This design comes from an exercise in tuning for small area, a short achievable clock period and few clock cycles on the open sky130 flow, not from production work.
In this exercise RTL edits were held to simulation tests only and were not proved equivalent to the original.
Power is estimated from default activity; no workload was simulated.

<file path="run.sh">
#!/bin/bash
# synth_recipe.tcl (not shown) runs the flow's synth.tcl, then flattens the netlist and writes it again
# the make line also repeats each setting of config.mk as NAME=value (left out here)
make -C /OpenROAD-flow-scripts/flow DESIGN_CONFIG=/design/flow/config.mk WORK_HOME=/design/flow/orfs CLKGATE_MAP_FILE= SYNTH_SCRIPT=/design/flow/synth_recipe.tcl finish
</file>
<file path="config.mk">
export PLATFORM = sky130hd
export DESIGN_NAME = sisc
export DESIGN_NICKNAME = sisc
export VERILOG_FILES = /design/flow/design.v
export SDC_FILE = /design/flow/constraint.sdc
export NUM_CORES = 4
export LEC_CHECK = 0
export CAP_MARGIN = 20
export CORE_MARGIN = 2
export CORE_UTILIZATION = 40
export SLEW_MARGIN = 20
</file>
<file path="constraint.sdc">
create_clock -name core_clock -period 12.0 [get_ports {clk}]
set_input_delay 2.4000 -clock core_clock [delete_from_list [all_inputs] [get_ports {clk}]]
set_output_delay 2.4000 -clock core_clock [all_outputs]
set_load 0.01 [all_outputs]
</file>
<file path="design.v">
module alu (a, b, sub, fn, res, flags);
  input  [31:0] a, b;
  input         sub;      
  input  [3:0]  fn;
  output [31:0] res;
  output [3:0]  flags;    
  wire [31:0] bx  = b ^ {32{sub}};
  wire [32:0] s33 = {1'b0, a} + {1'b0, bx} + {32'h0, sub};
  wire [31:0] sum = s33[31:0];
  wire        c   = s33[32] ^ sub;            
  wire        v   = (a[31] == bx[31]) && (sum[31] != a[31]);
  assign flags = {c, v, sum[31], ~|sum};
  reg [31:0] lg;
  always @(*)
    case (fn[1:0])
      2'b00: lg = ~a;
      2'b01: lg = a | b;
      2'b10: lg = a & b;
      default: lg = a ^ b;
    endcase
  wire        left = fn[0];                   
  wire [4:0]  k    = b[4:0];
  wire [4:0]  amt  = left ? (5'd0 - k) : k;
  wire [31:0] r0   = amt[0] ? {a[0],     a[31:1]}  : a;
  wire [31:0] r1   = amt[1] ? {r0[1:0],  r0[31:2]} : r0;
  wire [31:0] r2   = amt[2] ? {r1[3:0],  r1[31:4]} : r1;
  wire [31:0] r3   = amt[3] ? {r2[7:0],  r2[31:8]} : r2;
  wire [31:0] rot  = amt[4] ? {r3[15:0], r3[31:16]} : r3;
  wire [31:0] mr   = 32'hFFFFFFFF >> k;
  wire [31:0] ml   = 32'hFFFFFFFF << k;
  wire        big  = |b[31:5];
  reg  [31:0] sh;
  always @(*)
    case (fn[1:0])
      2'b10: sh = big ? 32'h0 : (rot & mr);
      2'b11: sh = big ? 32'h0 : (rot & ml);
      default: sh = rot;
    endcase
  reg [31:0] r;
  always @(*)
      case (fn[3:2])
        2'b00: r = sum;
        2'b01: r = lg;
        2'b10: r = sh;
        default: r = 32'h0;
      endcase
  assign res = r;
endmodule
module rf (clk, ra, rb, wa, wd, we, da, db);
  input         clk;
  input  [3:0]  ra, rb, wa;
  input  [31:0] wd;
  input         we;
  output [31:0] da, db;
  reg [31:0] r [1:15];
  always @(posedge clk)
    if (we && wa != 4'd0)
      r[wa] <= wd;
  assign da = (ra == 4'd0) ? 32'h0 : r[ra];
  assign db = (rb == 4'd0) ? 32'h0 : r[rb];
endmodule
module sisc (clk, rst_f, imem_addr, imem_data, wb_en, wb_reg, wb_data, halted);
  input         clk, rst_f;
  output [15:0] imem_addr;
  input  [31:0] imem_data;
  output        wb_en;
  output [3:0]  wb_reg;
  output [31:0] wb_data;
  output        halted;
  reg  [15:0] pc;         
  reg         stop;       
  reg         halted;
  reg  [3:0]  stat;
  reg         x_alu, x_setst, x_sub, x_fwa, x_fwb;
  reg  [3:0]  x_rd, x_fn;
  reg  [31:0] x_a, x_b;
  reg         wb_en;
  reg  [3:0]  wb_reg;
  reg  [31:0] wb_data;
  assign imem_addr = pc;
  wire [31:0] ins  = imem_data;
  wire [3:0]  op   = ins[31:28];
  wire [3:0]  mm   = ins[27:24];
  wire [3:0]  rd   = ins[23:20];
  wire [3:0]  rs   = ins[19:16];
  wire [3:0]  rt   = ins[15:12];
  wire [15:0] imm  = ins[15:0];
  wire [3:0]  fn   = ins[3:0];
  wire f_alu  = ~stop & (op == 4'd8);
  wire f_addi = (mm == 4'd8);
  wire f_br   = ~stop & (op[3:2] == 2'b01);
  wire f_hlt  = ~stop & (op == 4'd15);
  wire [31:0] a = x_fwa ? wb_data : x_a;
  wire [31:0] b = x_fwb ? wb_data : x_b;
  wire [31:0] res;
  wire [3:0]  flags;
  alu u_alu (.a(a), .b(b), .sub(x_sub), .fn(x_fn), .res(res), .flags(flags));
  wire [3:0] stat_now = x_setst ? flags : stat;
  wire        cond   = |(mm & stat_now);
  wire        taken  = f_br & (cond ^ op[1]);
  wire [15:0] pc1    = pc + 16'd1;
  wire [15:0] target = op[0] ? (pc1 + imm) : imm;
  wire [31:0] ra, rb;
  rf u_rf (.clk(clk), .ra(rs), .rb(rt), .wa(x_rd), .wd(res), .we(x_alu),
           .da(ra), .db(rb));
  always @(posedge clk, negedge rst_f)
    if (!rst_f) begin
      pc     <= 16'h0;
      stop   <= 1'b0;
      halted <= 1'b0;
      x_alu  <= 1'b0;
      wb_en  <= 1'b0;
    end else begin
      if (!stop)
        pc <= taken ? target : pc1;
      stop   <= stop | f_hlt;
      halted <= stop;
      x_alu  <= f_alu;
      wb_en  <= x_alu;
    end
  always @(posedge clk) begin
    stat    <= stat_now;
    x_setst <= f_alu & (f_addi | fn == 4'd1 | fn == 4'd2);
    x_sub   <= ~f_addi & (fn == 4'd2);
    x_fn    <= f_addi ? 4'd0 : fn;
    x_rd    <= rd;
    x_fwa   <= x_alu & (x_rd != 4'd0) & (rs == x_rd);
    x_fwb   <= x_alu & (x_rd != 4'd0) & (rt == x_rd) & ~f_addi;
    x_a     <= ra;
    x_b     <= f_addi ? {{16{imm[15]}}, imm} : rb;
    wb_reg  <= x_rd;
    wb_data <= res;
  end
endmodule
</file>
==> run summary, run 1 <==
status complete, no violations; via count 25863; final setup vio count 0; ANT nets after route 0; Post-Syn Instances 2896; CP Buf/Inv Count 1; Post-Syn Area 0.0356 mm^2; Min-Delay Path Depth 2; clock sink total 616; combinational power share 0.292; non-filler cells, final between 4000 and 5000; Synth Register Bits 616; Cell variety after synth 85; pwr/cell area 164 mW/mm^2; CP max FO 40; synthesized area per cell approximately 12 um^2; r2r setup slk about 5400 ps; H-tree levels 3; initial core utilization 0.403; HP Start stat[1]; Max Freq around 150 MHz; Setup TNS 0 ps; area delta synth->final 12.7%; RR Startpoint x_fwb; met3 wire length ~8.0 mm; clock latency at the later pin of the worst-skew pair 630 ps; RSZ-0062 raised after global routing false; Slew HR 0.235; Final HPWL DP between 70 and 80 mm; Synth Flop Type edfxtp_1; CTS tree done; CTS Root Cell clkbuf_16; Data required, critical path 12470 ps; clock share of power 0.315; CP peak stage delay 880 ps; 1st-pass router iterations 5; Critical Path, Cell by Cell buf_4 > mux2i_1 > xnor2_1 > ha_1 > a211oi_1 > o21a_1 > nor3_1 > a211o_1 > a21oi_2 > o21ai_1 > o31ai_1 > nor3b_1 > o2111a_1 > nand4_1 > and3b_1 > or3_1 > a22oi_1 > o311ai_0; Net Count, Synth 3045; met1 WL between 50 and 60 mm; clock slew at reported path FFs 70 ps; fraction of registers with async set/reset 0.0325; Fin. Hold Viols 0; port buffer count 87; yosys warns 3; global-route total usage across every layer 0.252; std cell rows 109; sequential fraction of the synthesis area 0.484; Crit. End Element flop; WS Path Type flop to flop; Setup crit start x_fwb; Internal Dissipation about 4.4 mW; # DRC 0; Switching Fraction 0.332; slew at the pin closest to its max-slew limit 1120 ps; die area around 0.09 mm^2; CTS Hold Bufs 0; P_leak between 10 and 15 nW; worst hold-check path type flop to flop; GPL Wtd Cong between 0.9 and 1; CP arrival 7030 ps; nets around 3000; Worst Reg-to-Reg Cells 18; hold_ws 460 ps; Crit-path slowest cell mux2i_1; Reg with most FFs u_rf.r; Worst Hold Path EP stat[1]; max FFs per register 480; Post-CTS Resized 0; Worst VDD drop ~0.096 mV; Inst Count DP about 4000; DR top layer met4; Critical Path Start Type flop; reg2reg end pc[10]; initial antenna violation count 3; Switching Power approximately 2.2 mW; critical path's top delay family compound AO/OA/AOI/OAI gates; max_cap viols 0; sequential power share 0.393; Post-CTS Repair Setup Buffers 0; # IOs between 80 and 90; largest net degree at the start of global routing 68; Synth area leaders edfxtp_1 (40%), mux4_2 (14%), dfxtp_1 (6.5%); Post-synth EDFFs 480; grt ovf 0; CTS max path bufs 3; chip height about 300 um; area share of the largest cell type after synthesis 0.405; core area 0.0882 mm^2; clk_skew 25.5 ps; largest area contributor in the netlist edfxtp_1; fin crit share 0.547; vias per inst 6.25; layout cell share with drive strength beyond 1 0.179; fill cell count 7826; vias in the first global route approximately 26000; Num CTS Buffers 67; Starting DRT DRC Count ~2900; Final Max Slew Viols 0; Die X roughly 300 um; DRT Wirelength 116 mm; DR WL/cell 28.2 um; met2 WL 54.1 mm; global-route wire length before repair approximately 170 mm; fin crit period approximately 6600 ps
layer usage:
metal / up-vias / global-route usage
met2: 1064 / 0.399
met5: - / 0
met4: 0 / 0.0945
li1: 11278 / -
met1: 13299 / 0.351
met3: 222 / 0.0368
worst max-delay path by stage:
| stage | end | slack [ps] | cells past startpoint |
|---|---|---|---|
| after floorplan | pc[2] | 5810 | 21 |
| after global placement | pc[2] | 5160 | 18 |
| after detailed placement | pc[2] | 5050 | 18 |
| after CTS | pc[2] | 5000 | 18 |
| after global routing | pc[10] | 5070 | 18 |
| final | pc[10] | 5430 | 18 |
cells by family after synthesis:
kind of cell,count (synthesis),share of synthesized area
fa+ha+maj,117,0.0414
xor+xnor,104,0.0256
flops,616,0.484
compound gates,683,0.126
simple gates,558,0.0705
buf+inv,337,0.0361
mux,481,0.216
final cells by class:
| class | count | area (um^2) | share of cell area |
|---|---|---|---|
| multi-input combinational | 1943 | 17300 | 0.432 |
| sequential | 616 | 17200 | 0.430 |
| clock buffer | 83 | 1780 | 0.0443 |
| tap | 1165 | 1460 | 0.0363 |
| timing repair buffer | 164 | 1440 | 0.0358 |
| inverter | 123 | 462 | 0.0115 |
| clock inverter | 40 | 409 | 0.0102 |
| antenna | 1 | 2.50 | 0.0000624 |
synthesized netlist by cell type, drive strengths merged, types with 7 or more instances:
library cell / count
a21o: 24
mux2i: 209
o211ai: 19
a2111oi: 7
nor2b: 12
o22ai: 10
nor2: 222
a211oi: 110
nor4: 7
or2: 9
nand4: 23
mux2: 46
nand3: 20
a31oi: 12
a221o: 36
inv: 119
o2111ai: 13
o21ai: 168
edfxtp: 480
o311ai: 7
xnor2: 88
xor2: 16
o21a: 18
o21bai: 12
or3: 9
nand3b: 7
dfxtp: 116
buf: 47
nand2: 172
dfrtp: 20
mux4: 226
a21oi: 172
a211o: 7
o31ai: 16
and2: 9
ha: 113
nor3: 35
clkbuf: 167
placed cells by master (no fill, tap or decap), types with 9 or more instances in the layout:
master	Yosys	routed
mux4_2	226	226
o31ai_1	16	16
a211oi_1	110	110
o211ai_1	19	19
buf_4	2	77
clkinv_2	0	16
nand2_1	172	172
dfrtp_1	20	19
and2_1	9	9
o21ai_0	167	152
clkinv_1	4	11
clkdlybuf4s50_1	0	78
nor2_4	0	12
a221o_1	36	36
o21a_1	18	18
o21bai_1	12	12
o22ai_1	10	10
o21ai_2	0	10
mux2i_1	208	205
xor2_1	16	16
ha_1	113	113
edfxtp_1	480	480
dfxtp_1	116	110
a31oi_1	12	12
o2111ai_1	13	13
xnor2_1	88	85
nor2_1	222	210
clkbuf_16	0	67
nor3_1	33	29
a21oi_1	171	169
nand4_1	23	23
or3_1	9	9
or2_2	9	9
inv_1	118	118
nor2b_1	12	11
a21o_1	24	24
clkbuf_1	167	12
nand3_1	20	20
mux2_2	46	46
metrics by stage:
| stage | worst slack [ps] | cell area [um^2] | total power, mW | util |
|---|---|---|---|---|
| finish | 5430 | 40100 | 6.57 | 0.455 |
| global route | 5070 | 40100 | 6.84 | 0.455 |
| CTS | 5000 | 40000 | 6.57 | 0.454 |
| detailed placement | 5050 | 37900 | 4.50 | 0.429 |
| global placement | 5160 | 37800 | 4.47 | 0.429 |
| floorplan | 5810 | 35600 | 3.82 | - |
worst reg2reg max path: cells and delay by family (launching register included):
kind | cells | cell delay [ps]
DFF | 1 | 310
xor gates and xnor gates | 1 | 160
and+or+nand+nor | 5 | 1610
AOI/OAI and AO/OA | 9 | 2420
buffers and inverters | 1 | 570
adders and majority gates | 1 | 420
muxes | 1 | 920
power groups by stage:
stage | Combinational (mW) | Clock [mW] | Sequential (mW)
2_1_floorplan | 1.23 | 0 | 2.59
3_3_place_gp | 1.84 | 0 | 2.62
3_5_place_dp | 1.87 | 0 | 2.62
4_1_cts | 1.88 | 2.11 | 2.58
5_1_grt | 2.07 | 2.19 | 2.58
6_report | 1.92 | 2.07 | 2.58
Testbench counts, summed over its fixed seeds: cycles 42,914.
==> run 2, diff against run 1 <==
--- a/design.v
+++ b/design.v
@@ -9,7 +9,9 @@
   wire [31:0] sum = s33[31:0];
   wire        c   = s33[32] ^ sub;            
   wire        v   = (a[31] == bx[31]) && (sum[31] != a[31]);
-  assign flags = {c, v, sum[31], ~|sum};
+  wire [31:0] cz = {a[30:0] | bx[30:0], sub};
+  wire        z  = &(~(a ^ bx ^ cz));
+  assign flags = {c, v, sum[31], z};
   reg [31:0] lg;
   always @(*)
     case (fn[1:0])
@@ -56,8 +58,18 @@
   always @(posedge clk)
     if (we && wa != 4'd0)
       r[wa] <= wd;
-  assign da = (ra == 4'd0) ? 32'h0 : r[ra];
-  assign db = (rb == 4'd0) ? 32'h0 : r[rb];
+  reg [31:0] oa, ob;
+  integer i;
+  always @(*) begin
+    oa = 32'h0;
+    ob = 32'h0;
+    for (i = 1; i < 16; i = i + 1) begin
+      oa = oa | (r[i] & {32{ra == i}});
+      ob = ob | (r[i] & {32{rb == i}});
+    end
+  end
+  assign da = oa;
+  assign db = ob;
 endmodule
 module sisc (clk, rst_f, imem_addr, imem_data, wb_en, wb_reg, wb_data, halted);
   input         clk, rst_f;
@@ -71,7 +83,7 @@
   reg         stop;       
   reg         halted;
   reg  [3:0]  stat;
-  reg         x_alu, x_setst, x_sub, x_fwa, x_fwb;
+  reg         x_alu, x_setst, x_sub;
   reg  [3:0]  x_rd, x_fn;
   reg  [31:0] x_a, x_b;
   reg         wb_en;
@@ -90,8 +102,8 @@
   wire f_addi = (mm == 4'd8);
   wire f_br   = ~stop & (op[3:2] == 2'b01);
   wire f_hlt  = ~stop & (op == 4'd15);
-  wire [31:0] a = x_fwa ? wb_data : x_a;
-  wire [31:0] b = x_fwb ? wb_data : x_b;
+  wire [31:0] a = x_a;
+  wire [31:0] b = x_b;
   wire [31:0] res;
   wire [3:0]  flags;
   alu u_alu (.a(a), .b(b), .sub(x_sub), .fn(x_fn), .res(res), .flags(flags));
@@ -100,6 +112,8 @@
   wire        taken  = f_br & (cond ^ op[1]);
   wire [15:0] pc1    = pc + 16'd1;
   wire [15:0] target = op[0] ? (pc1 + imm) : imm;
+  wire fwa = x_alu & (x_rd != 4'd0) & (rs == x_rd);
+  wire fwb = x_alu & (x_rd != 4'd0) & (rt == x_rd);
   wire [31:0] ra, rb;
   rf u_rf (.clk(clk), .ra(rs), .rb(rt), .wa(x_rd), .wd(res), .we(x_alu),
            .da(ra), .db(rb));
@@ -124,10 +138,8 @@
     x_sub   <= ~f_addi & (fn == 4'd2);
     x_fn    <= f_addi ? 4'd0 : fn;
     x_rd    <= rd;
-    x_fwa   <= x_alu & (x_rd != 4'd0) & (rs == x_rd);
-    x_fwb   <= x_alu & (x_rd != 4'd0) & (rt == x_rd) & ~f_addi;
-    x_a     <= ra;
-    x_b     <= f_addi ? {{16{imm[15]}}, imm} : rb;
+    x_a     <= fwa ? res : ra;
+    x_b     <= f_addi ? {{16{imm[15]}}, imm} : (fwb ? res : rb);
     wb_reg  <= x_rd;
     wb_data <= res;
   end
==> run summary, run 2 <==
slew at the pin closest to its max-slew limit about 1200 ps; max_cap viols 0; CTS Root Cell clkbuf_16; via count between 20000 and 30000; clock slew at reported path FFs about 70 ps; Post-CTS Repair Setup Buffers 0; Min-Delay Path Depth 1; area share of the largest cell type after synthesis 0.426; Critical Path Start Type flop; global-route total usage across every layer 0.316; std cell rows 106; Inst Count DP 4054; port buffer count 87; core area roughly 0.084 mm^2; commonest non-fill, non-tap cell in the layout edfxtp_1; fin crit share 0.486; Post-CTS Resized 0; Worst Reg-to-Reg Cells 13; vias in the first global route 27642; WS Path Type flop to flop; Reg with most FFs u_rf.r; vias per inst 6.86; most frequent cells in the layout edfxtp_1 (480), a22oi_1 (311), inv_1 (164); cell area after layout 0.0385 mm^2; Final Max Slew Viols 0; Crit. End Element flop; CTS Hold Bufs 0; Synth area leaders edfxtp_1 (43%), a22oi_1 (6.9%), dfxtp_1 (6.7%); H-tree levels 3; Net Count, Synth 3144; count leader, synth edfxtp_1; status complete, no violations; Starting DRT DRC Count 6221; 1st-pass router iterations 15; Worst VDD drop 0.0938 mV; Max Freq 172 MHz; Cell variety after synth 108; pwr/cell area 168 mW/mm^2; Post-Syn Instances 2963; DR WL/cell 33.3 um; Synth Register Bits 614; final setup vio count 0; non-filler cells, final 4184; largest net degree at the start of global routing 54; Post-Syn Area between 0.03 and 0.04 mm^2; GPL Wtd Cong 0.978; area delta synth->final 13.7%; area of placed instances 0.0362 mm^2; grt ovf 0; synthesized area per cell 11.4 um^2; die area 0.0870 mm^2; largest area contributor in the netlist edfxtp_1; yosys warns 3; fraction of registers with async set/reset 0.0326; ANT nets after route 0; Data required, critical path between 10000 and 15000 ps; initial antenna violation count 3; Die X 295 um; reg2reg end x_b[6]; RSZ-0062 raised after global routing false; layout cell share with drive strength beyond 1 0.124; Setup TNS 0 ps; max FFs per register 480; fin crit period ~5800 ps; clk_skew about 36 ps; RR Startpoint x_b[0]; CP max FO 32; Synth Flop Type edfxtp_1; final core occ 0.460; Num CTS Buffers 69; clock sink total 614; DRT Wirelength ~140 mm; # DRC 0; # IOs 88; chip height 295 um; sequential fraction of the synthesis area 0.508; nets 3173; Post-synth top cells edfxtp_1 (480), a22oi_1 (311), inv_1 (164); r2r setup slk 6170 ps; P_leak 13.8 nW; CTS tree done; Post-synth EDFFs 480; Fin. Hold Viols 0; Final Power 6.48 mW; Worst Hold Path EP stat[0]; global-route wire length before repair 198 mm; fill cell count 7551; worst hold-check path type flop to flop; CTS max path bufs 3; Final HPWL DP 85.4 mm; clock latency at the later pin of the worst-skew pair between 600 and 700 ps; CP arrival 6330 ps; HP Start stat[0]; Slew HR 0.207; initial core utilization 0.405
-- run 2: cell count changes in the layout (fill, tap and decap cells not counted), sizes merged, moves of 46 or more --
cell    delta
nor3      +46
nor2      -73
nand3     +96
nand2     -61
mux4     -164
inv       +49
mux2i    -140
a211oi    -73
a22oi    +305
a222oi    +64
o21ai     -67
-- run 2: kinds of logic (layout without fill, tap and decap cells) --
group,Yosys count,in the layout,synth area share
adder cells (fa/ha/maj),147,147,0.0548
AO/OA/AOI/OAI,919,919,0.199
AND/OR/NAND/NOR,640,640,0.0947
flip-flops,614,614,0.508
buffers and inverters,385,471,0.0475
multiplexers,145,145,0.0669
XOR/XNOR,113,113,0.0294
other,0,1,0
-- run 2: worst max-delay path, stage by stage (launching register included) --
cell and delay [ps]:
dfxtp_1 300, buf_4 420, inv_1 500, ha_1 480, mux2i_4 140, buf_4 430, mux4_2 610, mux4_2 520
nor2_1 100, nor4_1 70, a21oi_1 530, inv_1 470, o21ai_0 880, a21oi_1 170
-- run 2: final cells by class --
class / count / area, um^2 / area share
flip-flops and latches: 614 / 17200 / 0.447
diodes: 1 / 2.50 / 0.0000650
inverters: 167 / 627 / 0.0163
multi-input cells: 1964 / 15500 / 0.402
clock buffers: 91 / 1880 / 0.0488
clock inverters: 37 / 389 / 0.0101
repair buffers: 176 / 1530 / 0.0397
well taps: 1134 / 1420 / 0.0368
-- run 2: report_power, final --
part	switching [mW]	internal (mW)	total [mW]	leakage, nW
Combinational	1.09	0.654	1.75	7.14
Clock	0.937	1.20	2.13	1.11
Sequential	0.120	2.48	2.60	5.52
-- run 2: per-layer routing --
layer / part of all wire / up-vias / routed length (um) / GRT usage
li1: - / 11723 / - / -
met1: 0.37 / 13939 / 51700 / 0.414
met2: 0.43 / 2461 / 59800 / 0.474
met3: 0.14 / 571 / 19800 / 0.0991
met4: 0.058 / 4 / 8150 / 0.150
met5: 0.00029 / - / 41 / 0
-- run 2: stage by stage --
| stage | worst slack (ps) | hold slack [ps] |
|---|---|---|
| after floorplan | 7380 | 329 |
| after global placement | 5900 | 441 |
| after detailed placement | 5840 | 445 |
| after CTS | 6380 | 459 |
| after global routing | 5830 | 472 |
| final | 6170 | 456 |
-- run 2: how the worst max path moves through the flow --
stage / start / end / slack, ps / depth (start not counted)
floorplan: imem_data[0] / pc[14] / 7380 / 11
CTS: x_b[0] / x_b[6] / 6380 / 13
detailed placement: imem_data[15] / x_b[5] / 5840 / 10
global route: x_b[0] / x_b[6] / 5830 / 13
global placement: imem_data[15] / x_b[5] / 5900 / 10
finish: x_b[0] / x_b[6] / 6170 / 13
Testbench counts of run 2, summed over its fixed seeds: cycles 42,914.
==> run 3, diff against run 2 <==
==> flow/run.sh (new file) <==
#!/bin/bash
# Layout flow: the standard flow (standard synthesis, floorplan, placement,
# CTS, routing) at the design's clock period and constraints; only the
# setup-repair target of ORFS's repair_timing is raised, so that it keeps
# shortening the critical paths well below the 12 ns period.
set -euo pipefail
bash standard.sh SETUP_SLACK_MARGIN=8 finish > make_finish.log 2>&1
==> standard.sh (new file) <==
#!/bin/bash
# synth_recipe.tcl (not shown) runs the flow's synth.tcl, then flattens the netlist and writes it again
# the make line also repeats each setting of config.mk as NAME=value (left out here)
make -C /OpenROAD-flow-scripts/flow DESIGN_CONFIG=/design/flow/config.mk WORK_HOME=/design/flow/orfs CLKGATE_MAP_FILE= SYNTH_SCRIPT=/design/flow/synth_recipe.tcl "${@:-finish}"
removed: run.sh
==> run summary, run 3 <==
nets between 3000 and 4000; grt ovf 0; Critical Path Start Type flop; std cell rows 106; FF+latch area 0.0172 mm^2; final setup vio count 0; Net Count, Synth between 3000 and 4000; CTS max path bufs 3; fin crit period ~4000 ps; H-tree levels 3; Min-Delay Path Depth 2; HP Start stat[2]; sequential fraction of the synthesis area 0.508; layout cell share with drive strength beyond 1 0.207; vias per inst a little under 7; # DRC 0; port buffer count 87; Post-Syn Instances 2963; Worst VDD drop 0.102 mV; worst hold-check path type flop to flop; r2r setup slk about 8000 ps; Cell variety after synth ~110; reg2reg end pc[6]; Die X just under 300 um; max_cap viols 0; status complete, no violations; area of the multi-input gates 0.0166 mm^2; initial core utilization 0.405; clk_skew 48.6 ps; DR WL/cell 33.4 um; core area 0.0837 mm^2; clock sink total 614; DRT Wirelength 141 mm; Post-synth EDFFs 480; max FFs per register between 400 and 500; fill cell count 7348; Setup TNS 0 ps; largest area contributor in the netlist edfxtp_1; count leader, synth edfxtp_1; Crit. End Element flop; die area just under 0.09 mm^2; CTS tree done; CP arrival 4450 ps; area of placed instances 0.0364 mm^2; commonest non-fill, non-tap cell in the layout edfxtp_1; via count 29057; Num CTS Buffers between 60 and 70; Post-synth top cells edfxtp_1 (480), a22oi_1 (311), inv_1 (164); pwr/cell area 167 mW/mm^2; fraction of registers with async set/reset 0.0326; hold_ws 468 ps; non-filler cells, final 4231; initial antenna violation count 4; global-route total usage across every layer 0.319; Data required, critical path 12460 ps; CP max FO 10; Reg with most FFs u_rf.r; synthesized area per cell between 10 and 15 um^2; clock latency at the later pin of the worst-skew pair about 640 ps; Final HPWL DP 83.1 mm; clock slew at reported path FFs 60 ps; CTS Root Cell clkbuf_16; Starting DRT DRC Count 5649; area delta synth->final 19.2%; chip height 295 um; Worst Reg-to-Reg Cells 14; global-route wire length before repair 201 mm; largest net degree at the start of global routing 55; yosys warns 3; vias in the first global route roughly 28000; Final Max Slew Viols 0; Synth Register Bits 614; RSZ-0062 raised after global routing true; 1st-pass router iterations 16; Slew HR 0.230; WS Path Type flop to flop; most frequent cells in the layout edfxtp_1 (480), a22oi_1 (310), inv_1 (152); Synth area leaders edfxtp_1 (43%), a22oi_1 (6.9%), dfxtp_1 (6.7%); Worst Hold Path EP stat[2]; Max Freq 251 MHz; fin crit share 0.333; Synth Flop Type edfxtp_1; cell area after layout 0.0404 mm^2; RR Startpoint x_sub; ANT nets after route 0; GPL Wtd Cong about 0.99; # IOs 88; area share of the largest cell type after synthesis 0.426; Inst Count DP 4053; P_leak 14.3 nW; slew at the pin closest to its max-slew limit 1140 ps; Post-Syn Area 0.0339 mm^2; Fin. Hold Viols 0
run 3: cell count changes in the layout (fill, tap and decap cells not counted), sizes merged, moves of 5 or more:
cell | before | now
buf | 91 | 147
clkinvlp | 3 | 10
clkdlybuf4s50 | 85 | 49
dlygate4sd2 | 0 | 14
inv | 174 | 165
clkinv | 24 | 19
run 3: final cells by class:
| class | instances | area share |
|---|---|---|
| flip-flops and latches | 614 | 0.427 |
| clock inverters | 34 | 0.0119 |
| repair buffers | 223 | 0.0530 |
| well taps | 1134 | 0.0351 |
| diodes | 2 | 0.000124 |
| clock buffers | 89 | 0.0463 |
| multi-input cells | 1968 | 0.410 |
| inverters | 167 | 0.0162 |
run 3: metrics by stage:
step,power (mW),utilization,setup slack (ps)
floorplan,3.71,-,7610
global placement,4.31,0.435,6220
detailed placement,4.35,0.435,6200
CTS,6.63,0.474,7960
global route,6.98,0.482,7900
finish,6.74,0.482,8010
run 3: cells by family (layout without fill, tap and decap cells):
kind of cell,Yosys count,count (layout),synth area share
other,0,2,0
buffers and inverters,385,513,0.0475
muxes,145,145,0.0669
DFF,614,614,0.508
and+or+nand+nor,640,644,0.0947
AOI/OAI and AO/OA,919,919,0.199
xor gates and xnor gates,113,113,0.0294
adders and majority gates,147,147,0.0548
run 3: metal layers:
layer,global-route usage,share of wire,vias to the layer above
met5,0,0.00023,-
met1,0.412,0.36,14171
li1,-,-,11823
met4,0.154,0.058,4
met3,0.111,0.14,565
met2,0.480,0.43,2494
run 3: report_power, final:
| group | leakage, nW | switching, mW | internal [mW] |
|---|---|---|---|
| Clock | 1.14 | 0.915 | 1.27 |
| Sequential | 5.52 | 0.124 | 2.48 |
| Combinational | 7.64 | 1.18 | 0.766 |
run 3: repair_timing:
action,CTS,global route
setup endpoints to repair,609,383
pin swaps,24,25
cloned,3,3
resized for setup,259,147
hold buffers,0,0
setup buffers,35,11
run 3: worst max-delay path by stage:
stage	endpoint	from	slack (ps)
6_report	pc[6]	x_sub	8010
5_1_grt	pc[4]	x_sub	7900
4_1_cts	pc[14]	imem_data[0]	7960
3_5_place_dp	x_b[8]	imem_data[15]	6200
3_3_place_gp	x_b[8]	imem_data[15]	6220
2_1_floorplan	pc[14]	imem_data[0]	7610
run 3: critical path: stages, from the launching register on:
cell and delay, ps:
dfxtp_4 420, clkbuf_16 210, xor2_1 200, inv_1 70, ha_1 400, o21a_1 230, o21ai_1 200, nor2_1 100
o41a_2 520, nand2_4 110, mux2_4 340, or4_4 490, buf_6 160, a32oi_1 240, o311ai_2 140
==> run 4, diff against run 3 <==
--- a/config.mk
+++ b/config.mk
@@ -8,4 +8,6 @@
 export CAP_MARGIN = 20
 export CORE_MARGIN = 2
 export CORE_UTILIZATION = 40
+export CTS_CLUSTER_DIAMETER = 100
+export CTS_CLUSTER_SIZE = 25
 export SLEW_MARGIN = 20
==> run summary, run 4 <==
combinational power share 0.335; global-route wire length before repair ~200 mm; CTS max path bufs 3; Internal Dissipation 3.89 mW; Num CTS Buffers 34; clock slew at reported path FFs 90 ps; CTS tree done; layout cell share with drive strength beyond 1 0.205; Critical Path, Cell by Cell buf_12 > ha_4 > fa_2 > a211oi_2 > o21bai_2 > a31oi_4 > buf_4 > inv_2 > a21oi_2 > xor2_1 > nand2_1 > o21ai_1 > o311ai_2; Reg with most FFs u_rf.r; final setup vio count 0; die area 0.0870 mm^2; Post-Syn Instances a little under 3000; max FFs per register 480; Crit. End Element flop; clock share of power 0.230; fin crit share 0.333; Switching Power 2.09 mW; CP Buf/Inv Count 3; CP arrival approximately 4500 ps; Die X 295 um; CTS Hold Bufs 0; # DRC 0; critical path's top delay family compound AO/OA/AOI/OAI gates; initial antenna violation count 3; area of the multi-input gates roughly 0.017 mm^2; fill cell count 7409; CP max FO 5; Synth area leaders edfxtp_1 (43%), a22oi_1 (6.9%), dfxtp_1 (6.7%); Critical Path Start Type primary input; Synth Flop Type edfxtp_1; status complete, no violations; GPL Wtd Cong 0.986; DRT Wirelength 141 mm; slew at the pin closest to its max-slew limit approximately 1000 ps; pwr/cell area 151 mW/mm^2; Post-synth top cells edfxtp_1 (480), a22oi_1 (311), inv_1 (164); sequential fraction of the synthesis area 0.508; Net Count, Synth 3144; synthesized area per cell 11.4 um^2; 1st-pass router iterations 12; vias per inst 6.88; grt ovf 0; Final Max Slew Viols 0; via count between 20000 and 30000; fraction of registers with async set/reset 0.0326; Worst Setup Slack, final 8000 ps; WS Path Type primary input to flop; ANT nets after route 0; count leader, synth edfxtp_1; Slew HR 0.308; Max Freq 250 MHz; largest area contributor in the netlist edfxtp_1; sequential power share 0.436; initial core utilization 0.405; worst slack at placement 6200 ps; Data required, critical path approximately 12000 ps; port buffer count 87; Cell variety after synth 108; DR WL/cell 33.5 um; Post-synth EDFFs 480; clk_skew about 46 ps; clock latency at the later pin of the worst-skew pair about 630 ps; core area 0.0837 mm^2; vias in the first global route 27886; largest net degree at the start of global routing 55; Synth Register Bits about 610; commonest non-fill, non-tap cell in the layout edfxtp_1; CTS Root Cell clkbuf_16; nets 3217; Starting DRT DRC Count 5941; global-route total usage across every layer 0.316; Setup TNS 0 ps; hold_ws ~470 ps; chip height 295 um; yosys warns 3; Fin. Hold Viols 0; FF+latch area 0.0172 mm^2; area share of the largest cell type after synthesis 0.426; area delta synth->final 17.0%; max_cap viols 0; RSZ-0062 raised after global routing true; Final HPWL DP 83.1 mm; # IOs 88; clock sink total 614; most frequent cells in the layout edfxtp_1 (480), a22oi_1 (311), inv_1 (149); fin crit period 4000 ps; Post-Syn Area 0.0339 mm^2; P_leak approximately 14 nW; CP peak stage delay 370 ps; Switching Fraction 0.349; H-tree levels 2; Crit-path slowest cell fa_2; std cell rows approximately 110; Worst VDD drop 0.0985 mV; worst hold-check path type flop to flop
==> run 4: final cells by class <==
type | count | share of cell area
Inverter | 167 | 0.0165
Clock buffer | 49 | 0.0229
Multi-Input combinational cell | 1967 | 0.423
Sequential cell | 614 | 0.435
Timing Repair Buffer | 252 | 0.0606
Antenna cell | 3 | 0.000189
Clock inverter | 12 | 0.00625
Tap cell | 1134 | 0.0358
==> run 4: through the flow <==
stage	util	total power [mW]	cell area (um^2)	std cells
floorplan	-	3.71	34100	2963
global placement	0.435	4.31	36400	4053
detailed placement	0.435	4.35	36400	4053
CTS	0.461	5.82	38600	4157
global route	0.473	6.19	39600	4195
finish	0.474	5.98	39600	4198
==> run 4: power by group through the flow <==
stage	clock network, mW	registers (mW)	logic [mW]
final	1.37	2.60	2.00
after global routing	1.46	2.61	2.12
after CTS	1.39	2.59	1.84
after detailed placement	0	2.64	1.71
after global placement	0	2.64	1.67
after floorplan	0	2.60	1.11
==> run 4: cells by family (layout without fill, tap and decap cells) <==
kind of cell	count (synthesis)	count (layout)	synth area share
other	0	3	0
adder cells (fa/ha/maj)	147	147	0.0548
AO/OA/AOI/OAI	919	919	0.199
XOR/XNOR	113	113	0.0294
AND/OR/NAND/NOR	640	643	0.0947
buffers and inverters	385	480	0.0475
flip-flops	614	614	0.508
multiplexers	145	145	0.0669
==> run 4: routing by layer <==
metal	vias to the layer above	GRT usage	share of wire
met5	-	0	0.000085
met4	2	0.145	0.058
met3	540	0.105	0.14
met2	2373	0.477	0.43
met1	14176	0.412	0.37
li1	11775	-	-
==> run 4: worst paths after layout <==
check	startpoint	end	slack, ps	cells past startpoint
worst min-delay path	stat[2]	stat[2]	470	2
worst max-delay path	imem_data[0]	pc[8]	8000	13
worst max register to register	x_sub	pc[4]	8010	13
max in group asynchronous	rst_f	pc[4]	9860	1
worst min register to register	stat[2]	stat[2]	470	2
min in group asynchronous	rst_f	pc[12]	1740	1
==> run 4: tightest hold or removal path, delay by kind of cell, from the launching register on <==
| kind | cells | cell delay [ps] |
|---|---|---|
| DFF | 1 | 320 |
| AOI/OAI and AO/OA | 1 | 60 |
| buffers and inverters | 1 | 50 |
==> run 4: timing repair <==
| item | 4_1_cts | 5_1_grt |
|---|---|---|
| pin swaps | 20 | 49 |
| endpoints found under the setup margin | 610 | 376 |
| resized for setup | 263 | 189 |
| gates cloned | 3 | 2 |
| setup buffers | 40 | 35 |

[separate check: timing with driven ports]
No port has a modelled driver above. Below, the same layouts with a new extraction and two added sets of constraints.
Step 1 assumes that a clkbuf_16 drives the clock port and a buf_2 every other input.
Step 2 moves the port delays by t, midway between the first and last clock arrival at a register: inputs arrive t later, outputs are due t later. That takes back most of the time a late clock gives input paths.
a / b / c = ideal ports / drivers / drivers and shift; a / b = the first two.
run	shift t [ns]	slack for setup (ns)	worst hold slack (ns)	worst slew at a driven data input, ns
run 1	0.687	5.435 / 5.435 / 5.435	0.460 / 0.460 / 0.460	0.04
run 2	0.704	6.170 / 6.170 / 5.715	0.456 / 0.456 / 0.456	0.04
run 3	0.686	8.009 / 8.006 / 7.351	0.468 / 0.468 / 0.468	0.06
run 4	0.677	8.002 / 7.966 / 7.342	0.471 / 0.471 / 0.471	0.07
After both steps setup and hold are still met in every run listed. The setup slack of run 4, which loses most, moves by -0.036 ns with the drivers and by -0.660 ns with both steps.
